This design comes from an exercise in tuning for small area and a short achievable clock period on the open sky130 flow, not from production work.
Only simulation tests tie the RTL to the original design; equivalence was not proved.
No driver is modelled on the clock port, so clock power and skew are understated where the tree is cut down; a real chip needs a root buffer or a tree.
Power is estimated from default activity; no workload was simulated.

Design fifo_sync, start of the top module:
module fifo_sync #(
     parameter Depth = 64,
     parameter Width = 8)
    (input clk,
     input  resetn,
     input [Width-1:0] data_in,
     input wr_en, rd_en,
     output [Width-1:0] data_out,
     output empty, full);
     reg  [7:0] ta;
     reg  [6:0] tb;
     reg        nempty;       
     reg        full_r;       
     wire do_read  = rd_en & nempty;
     wire do_write = wr_en & ~ta[7];
     wire up   = do_write & ~do_read;
     wire down = do_read & ~do_write;
     always @(posedge clk or negedge resetn)
        if (!resetn) begin
           ta      <= 8'b0;
           tb      <= 7'b0;
           nempty  <= 1'b0;
           full_r  <= 1'b0;
        end else if (up) begin
           if (tb[6]) begin                  
              tb <= 7'b0;
              ta <= {ta[6:0], 1'b1};
           end else
              tb <= {tb[5:0], 1'b1};
           nempty  <= 1'b1;
           full_r  <= ta[6] & tb[6];         
        end else if (down) begin
           if (!tb[0]) begin                 
              tb <= 7'b1111111;
              ta <= {1'b0, ta[7:1]};
           end else
              tb <= {1'b0, tb[6:1]};
           nempty  <= ta[0] | tb[1];         
           full_r  <= 1'b0;
        end
     assign empty = ~nempty;
     assign full  = full_r;
     wire [Depth:0] vn;
     genvar i;
     generate
        for (i = 0; i < Depth; i = i + 1) begin : dec
           wire a_gt  = ta[i / 8];
           wire a_ge  = (i / 8 == 0) ? 1'b1 : ta[(i / 8 + 7) % 8];
           wire b_gt  = (i % 8 == 7) ? 1'b0 : tb[i % 8 % 7];
           assign vn[i] = ~(a_gt | (a_ge & b_gt));
        end
     endgenerate
     assign vn[Depth] = 1'b1;
     wire rd_n = ~rd_en;
     reg  [Width-1:0] mem [0:Depth-1];
     generate
        for (i = 0; i < Depth; i = i + 1) begin : ent
           wire hold, shift, load;
           wire [Width-1:0] next;
           fifo_nor2 h (.a(rd_en), .b(vn[i]), .y(hold));
  ...
export LEC_CHECK = 0
export CAP_MARGIN = 20
export CORE_MARGIN = 2
export CORE_UTILIZATION = 50
export SETUP_SLACK_MARGIN = 2.25
export SLEW_MARGIN = 20
export SYNTH_HIERARCHICAL = 1
export SYNTH_MINIMUM_KEEP_SIZE = 0
create_clock -name core_clock -period 4.0 [get_ports {clk}]
standard.sh (not shown) runs the stock make flow with config.mk's settings and CLKGATE_MAP_FILE= SYNTH_SCRIPT=/design/flow/synth_recipe.tcl, a recipe that flattens the netlist after the stock synthesis.
==> flow/flow/run.sh <==
#!/bin/bash
# The standard ORFS flow (standard.sh), except that the clock tree is built by
# flow/cts_hook.tcl: a two-level tree of root buffers (up to 4 on the clock
# port) feeding leaf buffers at the centres of balanced groups of flip-flops.
set -euo pipefail
here=$(pwd)
export PRE_CTS_TCL=$here/flow/cts_hook.tcl
export MYCTS_LEAVES=${MYCTS_LEAVES:-21}
export MYCTS_ROOTS=${MYCTS_ROOTS:-3}
# port buffers: a plain buffer rather than the delay cell ORFS picks by area
export BUFFER_PORTS_ARGS="-buffer_cell sky130_fd_sc_hd__buf_4"
bash standard.sh finish > "$here/orfs_make.log" 2>&1 || { tail -n 50 "$here/orfs_make.log"; exit 1; }
tail -n 5 "$here/orfs_make.log"
==> flow/flow/cts_hook.tcl <==
# PRE_CTS_TCL hook: build the clock tree by hand (see mycts.tcl) and make
# the clock_tree_synthesis call that cts.tcl makes next do nothing, so the
# rest of cts.tcl (legalisation, timing repair) runs on this tree.
source [file join [file dirname [info script]] mycts.tcl]
mycts_build $::env(MYCTS_LEAVES) $::env(MYCTS_ROOTS) \
  sky130_fd_sc_hd__clkbuf_16 sky130_fd_sc_hd__clkbuf_16
rename clock_tree_synthesis orfs_clock_tree_synthesis
proc clock_tree_synthesis { args } {
  puts "clock tree built by flow/cts_hook.tcl; TritonCTS not run"
  set_propagated_clock [all_clocks]
}
Other scripts of this flow, unchanged in this note and not shown: flow/flow/mycts.tcl
The starting point passed the timing, design-rule and antenna checks.
Change:
--- a/flow/flow/run.sh
+++ b/flow/flow/run.sh
@@ -7,7 +7,5 @@
 export PRE_CTS_TCL=$here/flow/cts_hook.tcl
 export MYCTS_LEAVES=${MYCTS_LEAVES:-21}
-export MYCTS_ROOTS=${MYCTS_ROOTS:-3}
-# port buffers: a plain buffer rather than the delay cell ORFS picks by area
-export BUFFER_PORTS_ARGS="-buffer_cell sky130_fd_sc_hd__buf_4"
+export MYCTS_ROOTS=${MYCTS_ROOTS:-4}
 bash standard.sh finish > "$here/orfs_make.log" 2>&1 || { tail -n 50 "$here/orfs_make.log"; exit 1; }
 tail -n 5 "$here/orfs_make.log"
Settings changed: CORE_UTILIZATION 50 to 55, SETUP_SLACK_MARGIN 2.25 to 2.3, TNS_END_PERCENT from default to 5.
What happened: Global-route usage climbs by 0.81 points. First-iteration DRC count fell by roughly a tenth. Cell count is lower by a few percent. Clock skew increases by 0.024 ns. Hold slack gains 0.20 ns. Combinational power is lower by a few percent. Cell area is lower by a few percent. Wire length fell by a few percent. Sequential share of layout area rises by 1.1 points. Die area fell by a little under a tenth.
Change:
--- a/flow/flow/run.sh
+++ b/flow/flow/run.sh
@@ -8,4 +8,6 @@
 export MYCTS_LEAVES=${MYCTS_LEAVES:-21}
 export MYCTS_ROOTS=${MYCTS_ROOTS:-4}
+# port buffers: a plain buffer rather than the delay cell ORFS picks by area
+export BUFFER_PORTS_ARGS="-buffer_cell sky130_fd_sc_hd__buf_4"
 bash standard.sh finish > "$here/orfs_make.log" 2>&1 || { tail -n 50 "$here/orfs_make.log"; exit 1; }
 tail -n 5 "$here/orfs_make.log"
Settings changed: SETUP_SLACK_MARGIN 2.3 to 2.25, TNS_END_PERCENT 5 to default.
Outcome: The changed run finished clean; sequential share of layout area drops by 0.40 points; clock skew came out lower by 0.0077 ns; synthesized cell count is unchanged; global-route usage increases by 0.34 points; core utilization went up by 0.50 points; first-iteration DRC count rose by a few percent; critical path depth rose by 1; design area went up slightly; area after synthesis is unchanged.
Change:
Settings changed: CORE_UTILIZATION 55 to 45.
What happened: Sequential cell count stays the same. Sequential power increases by about 1%. Die area increases by 22%. Design area barely changes. Wire length decreases by about 0.4%. Worst setup slack got worse by 0.041 ns. Combinational power decreases by about 3.6%. Power decreases by about 0.9%. Cell count increases by about 4.3%. Maximum frequency decreases by 2.3%.
Change:
Settings changed: CORE_UTILIZATION 45 to 50, SETUP_SLACK_MARGIN 2.25 to 2.35, TNS_END_PERCENT from default to 2.
=> The new run finished with timing, DRC and antenna clean. Worst setup slack is better by 0.040 ns. Total power barely changes. Utilization grows by 5.4 points.
No run of this note takes its clock network from TritonCTS; it comes from the design's own scripts or RTL.

========
Setup of amber:
fifo_sync again, from the RTL that the note above started with.
clock: 4.0 ns
lec_check: 0
cap_margin: 20
core_margin: 2
core_utilization: 50
setup_slack_margin: 2.3
slew_margin: 20
synth_hierarchical: 1
synth_minimum_keep_size: 0
tns_end_percent: 5
==> flow/flow/run.sh <==
#!/bin/bash
# The standard ORFS flow (standard.sh), except that the clock tree is built by
# flow/cts_hook.tcl: a two-level tree of root buffers (up to 4 on the clock
# port) feeding leaf buffers at the centres of balanced groups of flip-flops.
set -euo pipefail
here=$(pwd)
export PRE_CTS_TCL=$here/flow/cts_hook.tcl
export MYCTS_LEAVES=${MYCTS_LEAVES:-21}
export MYCTS_ROOTS=${MYCTS_ROOTS:-4}
# port buffers: a plain buffer rather than the delay cell ORFS picks by area
export BUFFER_PORTS_ARGS="-buffer_cell sky130_fd_sc_hd__buf_4"
bash standard.sh finish > "$here/orfs_make.log" 2>&1 || { tail -n 50 "$here/orfs_make.log"; exit 1; }
tail -n 5 "$here/orfs_make.log"
Scripts as last shown in full above: flow/flow/cts_hook.tcl
Other scripts of this flow, unchanged in this note and not shown: flow/flow/mycts.tcl
amber finished every step from synthesis to the final layout, and the layout passed the timing, design-rule and antenna checks.
What sierra does differently from amber at the input level:
- a change of CORE_UTILIZATION from 50 to 65
- a change of SETUP_SLACK_MARGIN from 2.3 to 2.25
- a deleted TNS_END_PERCENT that had been 5
==> comparison <==
Proportion of layout cells with a drive suffix above 1: sierra vs amber up 2.9 points. [compare] base=amber new=sierra: area added between synthesis and finish rose 3.8 points; x dimension of the die fell 12%. In the route summary, sierra ends up with a via count exceeding that of amber. amber reports its launching instance or port of the critical path as nempty while sierra reports rd_en. From amber to sierra the numbers moved as follows: sequential element share of the synthesized area held; worst hold slack after final layout rose by 3.1 ps; switching power summed over all nets has increased; die outline area went down. Going from amber to sierra, area of all sequential standard cells now sits at about the same level; power attributed to combinational cells now sits higher; routed length on met1 now sits higher.
--- input diff sierra..pepper ---
- changing CORE_UTILIZATION from 65 to 50
[summary]
- pepper finished all stages; the layout is clean.
- Arrival time of the worst setup path for pepper is lower than for sierra.
- Diff sierra -> pepper | proportion of power drawn by the clock network | increase of 0.3 points
- Lower die extent in x was reported by sierra, not pepper.
- Summary — global-route usage, pepper relative to sierra: lower, by 4.6 points.
- Ratio of final minimum period to clock period was lower in the run labelled pepper.
- Chip height, sierra and pepper: larger value in pepper
- On pepper: total met3 wirelength after detailed routing is 1300 µm lower than what sierra gave.
- Where routed wire length is concerned, sierra is better than pepper.
- The final reports for pepper and sierra show post-layout instance area lower in the former.
- Comparing sierra against pepper, there is no change at all in compound-gate portion of the synthesized area.
- | actual transition at the worst max-transition pin | pepper vs sierra | 16 ps higher |
Setup changes, pepper to raven
- CAP_MARGIN now 5, was 20
- SLEW_MARGIN now 5, was 20
- CORE_UTILIZATION now 55, was 50
Results
- raven falls short of pepper in power.
- Compared with pepper, raven shows a lower fraction of area in registers.
- As far as number of vias after detailed routing is concerned, raven and pepper perform about the same.
In every run of this note, the design's own scripts or RTL, not TritonCTS, make the clock network.

-- re-timing with driven ports --
The flow's constraints put no driver on any port. The routed layouts listed below were extracted and timed again, unchanged, in two steps. Step 1 assumes that a clkbuf_16 drives the clock port and a buf_2 every other input. Step 2, shift: input delay + t, output delay - t, t = (earliest + latest rising clock arrival at the registers) / 2. This alone moves slack from input paths to output paths. Slacks: ideal ports / drivers / drivers and shift; pairs: ideal ports / drivers.
run | t, ns | setup slack, ns | worst setup path at the end | worst data-port slew with drivers (ns)
the first run of note 1 | 0.463 | 2.234 / 2.142 / 1.820 | input to register | 0.08
the second run of note 1 | 0.456 | 2.194 / 2.107 / 1.660 | input to register | 0.20
the third run of note 1 | 0.462 | 2.233 / 2.119 / 1.768 | input to register | 0.12
the fourth run of note 1 | 0.466 | 2.192 / 2.139 / 1.765 | input to register | 0.09
the fifth run of note 1 | 0.468 | 2.232 / 2.124 / 1.830 | input to register | 0.07
amber | 0.461 | 2.226 / 2.116 / 1.818 | input to register | 0.12
sierra | 0.464 | 2.152 / 2.146 / 1.744 | input to register | 0.06
pepper | 0.466 | 2.241 / 2.141 / 1.853 | input to register | 0.09
raven | 0.462 | 2.233 / 2.119 / 1.768 | input to register | 0.12
After both steps setup and hold are still met in every run listed. The setup slack of the second run of note 1, which loses most, moves by -0.087 ns with the drivers and by -0.534 ns with both steps.
